This is an optimization exercise on Yosys and OpenROAD, whose aim is small area, not a production implementation. No run shown here included a check of the RTL's function; only the layout flow was run.

==> flow/design.v (outline; a module is shown in full before it is edited, if it fits) <==
// module CORDIC_Stage_8: 108 lines
// module CORDIC_Stage_9: 106 lines
// module CORDIC_Stage_10: 104 lines
// module CORDIC_Stage_11: 102 lines
// module CORDIC_Stage_12: 100 lines
// module CORDIC_Stage_13: 98 lines
// module CORDIC_Stage_14: 96 lines
// module CORDIC_Stage_15: 94 lines
// module CORDIC_Mul: 459 lines
// module CORDIC_Top: 311 lines
module CORDIC_Top (
    input clk,
    input [31:0] target,
    output [31:0] cos_x
);
  // ...
==> flow/run.sh <==
#!/bin/bash
# synth_recipe.tcl (not shown) runs the flow's synth.tcl, then flattens the netlist and writes it again
# the make line also repeats each setting of config.mk as NAME=value (left out here)
make -C /OpenROAD-flow-scripts/flow DESIGN_CONFIG=/design/flow/config.mk WORK_HOME=/design/flow/orfs CLKGATE_MAP_FILE= SYNTH_SCRIPT=/design/flow/synth_recipe.tcl finish
==> flow/config.mk <==
export PLATFORM = sky130hd
export DESIGN_NAME = CORDIC_Top
export DESIGN_NICKNAME = CORDIC_Top
export VERILOG_FILES = /design/flow/design.v
export SDC_FILE = /design/flow/constraint.sdc
export NUM_CORES = 4
export LEC_CHECK = 0
export CAP_MARGIN = 10
export CORE_MARGIN = 2
export CORE_UTILIZATION = 40
export CTS_BUF_LIST = sky130_fd_sc_hd__clkbuf_16
export CTS_CLUSTER_DIAMETER = 80
export CTS_CLUSTER_SIZE = 30
export GPL_TIMING_DRIVEN = 0
export SLEW_MARGIN = 10
==> flow/constraint.sdc <==
create_clock -name core_clock -period 10.0 [get_ports {clk}]
set_input_delay 2.0000 -clock core_clock [delete_from_list [all_inputs] [get_ports {clk}]]
set_output_delay 2.0000 -clock core_clock [all_outputs]
set_load 0.01 [all_outputs]
==> results.py, run 1 <==
metrics = {
    "run_status": {
        "status": "no timing/DRC/antenna violations",
    },
    "critical_path": {
        "cpMaxStageDelayCell": "or4_1",
        "crit_path_max_fanout": 6,
        "reg2reg_depth": 34,
    },
    "die": {
        "row_count": 90,
        "chipWidth_um": 252,
        "core_area_mm2": 0.0605,
        "start_util": 0.405,
    },
    "final_layout": {
        "post-route-util": 0.441,
        "biggestCellCategory": "multi-input gates",
        "final_common_cell": "inv_1",
    },
    "flow_run": {
        "maxCapViolations": 0,
    },
    "detailed_routing": {
        "drt_iter0_markers": 896,
        "vias_per_cell": 5.22,
        "wl_met2_um": 30100,
        "via_count": 17900,
    },
    "logic_synthesis": {
        "muxShareOfSynthArea": 0.00924,
        "synthSimpleGateAreaFrac": 0.130,
        "synth_top_area_share": 0.276,
        "yosys.area_share.adder": 0.359,
        "synth-warning-count": 1,
        "synth.avg_cell_area_um2": 9.53,
        "synth_edf_count": 0,
    },
    "placement": {
        "portBuffers": 51,
        "dp.final_hpwl_um": 50400,
    },
    "sta": {
        "period_needed_ns": 9.63,
        "clock_skew_ns": 0.0208,
        "worst_slack_ns": 0.370,
        "finalCritPeriodShare": 0.963,
    },
    "worst_hold_path": {
        "hp-start": "q5_s[12]",
    },
    "global_route": {
        "gr-usage-met3": 0.0189,
    },
    "clock_tree": {
        "cts.sinks": 218,
    },
}
==> run 2, diff against run 1 <==
--- a/flow/config.mk
+++ b/flow/config.mk
@@ -8,8 +8,8 @@
 export CAP_MARGIN = 10
 export CORE_MARGIN = 2
 export CORE_UTILIZATION = 40
-export CTS_BUF_LIST = sky130_fd_sc_hd__clkbuf_16
-export CTS_CLUSTER_DIAMETER = 80
-export CTS_CLUSTER_SIZE = 30
+export CTS_BUF_LIST = sky130_fd_sc_hd__clkbuf_8
+export CTS_CLUSTER_DIAMETER = 50
+export CTS_CLUSTER_SIZE = 20
 export GPL_TIMING_DRIVEN = 0
 export SLEW_MARGIN = 10
==> results.py, run 2 <==
metrics = {
    "logic_synthesis": {
        "yosysTopAreaCell": "fa_1",
        "muxShareOfSynthArea": 0.00924,
        "synthArstFlopShare": 0,
        "synth_compound_area_frac": 0.0925,
        "synth-warning-count": 1,
        "synth_seq_cells": 218,
        "syn_inst": 2572,
        "synth.avg_cell_area_um2": 9.53,
        "synth_area_leaders": "fa_1 (28%), dfxtp_1 (18%), xnor2_1 (10%), ha_1 (8.0%), inv_1 (5.4%)",
        "yosys.area_share.adder": 0.359,
        "synthesis.area_mm2": 0.0245,
        "synthXorXnorAreaFrac": 0.158,
        "synth_cell_types": 91,
        "syn_nets": 3100,
        "yosys-top-cells-count": "inv_1 (355), fa_1 (338), xnor2_1 (288), dfxtp_1 (218), ha_1 (157)",
        "synth.most_common_cell": "inv_1",
        "synth_edf_count": 0,
        "synthSimpleGateAreaFrac": 0.130,
        "synth_top_area_share": 0.276,
        "synth_top_flop_cell": "dfxtp_1",
        "yosysSeqAreaShare": 0.178,
        "synth_top_family_by_area": "adder cells",
    },
    "final_layout": {
        "final_common_cell": "inv_1",
        "mostFrequentLayoutCells": "inv_1 (357), fa_1 (338), xnor2_1 (288), dfxtp_1 (218), ha_1 (156)",
        "diodes": 0,
        "drive_gt1_frac": 0.0499,
        "syn2layout_area_growth_pct": 8.92,
        "final_cells": 3448,
        "final_net_count": 3179,
        "final_cell_area_mm2": 0.0267,
    },
    "critical_path": {
        "crit_path_max_fanout": 10,
        "r2r_slack_ns": 0.51,
        "cp.arrival_ns": 10.17,
        "start_kind": "primary input",
        "cpMaxStageDelayCell": "clkdlybuf4s50_1",
        "slowest_delay_ns": 0.51,
        "worstSetupPathType": "primary input to flip-flop",
        "worstPathRequired_ns": 10.47,
        "endpoint_kind": "flip-flop",
    },
    "global_route": {
        "antenna_found_initial": 0,
        "grt_use_total": 0.194,
        "grt_pass1_wl_um": 99300,
        "grt_start_max_net_pins": 18,
        "overflow": 0,
        "first_global_vias": 19100,
    },
    "placement": {
        "dp.final_hpwl_um": 50400,
        "dpl_cell_area_mm2": 0.0260,
        "dpl.cell_count": 3405,
        "portBuffers": 51,
        "gp_congestion": 0.898,
    },
    "clock_tree": {
        "cts_tree": "yes",
        "cts.sinks": 218,
        "cts.clk_slew.worst_paths_ns": 0.10,
        "cts_made_buffers": 22,
        "cts_htree_levels": 1,
        "postCtsHoldBufs": 0,
        "cts_root_buf": "clkbuf_8",
        "clkLatencyLatePin_ns": 0.58,
        "clockBufferDepth": 3,
    },
    "sta": {
        "clock_skew_ns": 0.0308,
        "worstMarginPinSlew_ns": 1.21,
        "finalCritPeriodShare": 0.970,
        "slew_violations": 0,
        "period_needed_ns": 9.70,
        "report.final.hold_viol_count": 0,
        "finalSetupViolCount": 0,
        "maxSlewHeadroom": 0.185,
        "fmax_ghz": 0.103,
    },
    "die": {
        "start_util": 0.405,
        "core_area_mm2": 0.0605,
        "ios": 65,
        "row_count": 90,
        "die-area_mm2": 0.0633,
        "die_h_um": 252,
        "chipWidth_um": 252,
    },
    "worst_hold_path": {
        "hold_path.class": "flip-flop to flip-flop",
    },
    "run_status": {
        "status": "no timing/DRC/antenna violations",
    },
    "detailed_routing": {
        "wl_per_cell_um": 17.5,
        "route.detailed.drc": 0,
        "ant_nets": 0,
        "drt_iter0_markers": 903,
        "first_pass_iters": 7,
        "wirelength_um": 60300,
        "via_count": 17900,
        "vias_per_cell": 5.21,
    },
    "flow_run": {
        "maxCapViolations": 0,
    },
}
-- run 2: cell counts after synthesis --
No cell type changed its count.
-- run 2: critical path: cells and delay by family --
| family | cells | cell delay (ns) |
|---|---|---|
| XOR/XNOR | 4 | 0.57 |
| AND/OR/NAND/NOR | 8 | 1.72 |
| buffers and inverters | 3 | 0.84 |
| adder cells (fa/ha/maj) | 7 | 2.38 |
| multiplexers | 1 | 0.19 |
| AO/OA/AOI/OAI | 9 | 2.41 |
-- run 2: what timing repair did --
item,in CTS,in global routing
pin swaps,0,3
setup endpoints to repair,3,15
resized for setup,13,39
setup buffers,0,4
-- run 2: layout make-up --
type                            instances  area, µm²
Buffer                                112        480
Fill cell                            5782      33800
Tap cell                              782        978
Multi-Input combinational cell       1884      18500
Clock buffer                           25        344
Sequential cell                       218       4360
Timing Repair Buffer                   55        543
Inverter                              358       1350
Clock inverter                         14        161
-- run 2: through the flow --
step                      setup TNS, ns   util  setup WS, ns  hold WS (ns)
after floorplan                       0      -         0.748         0.310
after detailed placement          -2.38  0.430         -1.25         0.312
after CTS                             0  0.439        0.0151         0.335
final                                 0  0.441         0.302         0.333
after global routing            -0.0152  0.441       -0.0130         0.343
after global placement            -1.94  0.430         -1.09         0.316
-- run 2: worst paths after layout --
path         startpoint  endpoint  cells past startpoint
min reg2reg    q3_s[10]  q4_s[10]                      0
min            q3_s[10]  q4_s[10]                      0
max           target[9]  q1_r[27]                     32
max reg2reg     q3_s[2]  q4_x[29]                     37
-- run 2: logic make-up after synthesis --
group / Yosys count
flops: 218
compound gates: 330
simple gates: 595
other cells: 1
buf+inv: 470
xor+xnor: 440
mux: 17
fa+ha+maj: 501
-- run 2: metal layers --
metal | part of all wire | up-vias | global-route usage
li1 | - | 8616 | -
met1 | 0.44 | 8803 | 0.248
met2 | 0.50 | 443 | 0.349
met3 | 0.042 | 87 | 0.0210
met4 | 0.024 | 0 | 0.0478
met5 | 0 | - | 0

## re-timing with driven ports
The results above use ideal ports. As a check the final layouts listed here were re-extracted and re-timed, cells and wires unchanged.
Step 1 (the two cells are an assumption about what drives the block):
set clk [get_ports {clk}]
set_driving_cell -lib_cell sky130_fd_sc_hd__clkbuf_16 $clk
set_driving_cell -lib_cell sky130_fd_sc_hd__buf_2 [delete_from_list [all_inputs] $clk]
Step 2, shift: input delay + t, output delay - t, t = (earliest + latest rising clock arrival at the registers) / 2. This alone moves slack from input paths to output paths.
Slacks: ideal / step 1 / step 2; pairs: ideal / step 1.
run | shift t [ns] | slack for setup (ns) | worst setup path at the end | clock arrival spread, ns | worst register clock-pin slew, ns
run 1 | 0.548 | 0.370 / 0.398 / -0.150 | input to register | 0.021 / 0.021 | 0.10 / 0.10
run 2 | 0.614 | 0.302 / 0.329 / -0.285 | input to register | 0.033 / 0.034 | 0.10 / 0.10
With both steps, setup timing fails in run 1 and run 2, where it was met with ideal ports. For run 2, which loses most, drivers alone change the setup slack by +0.027 ns; drivers and shift together by -0.587 ns.
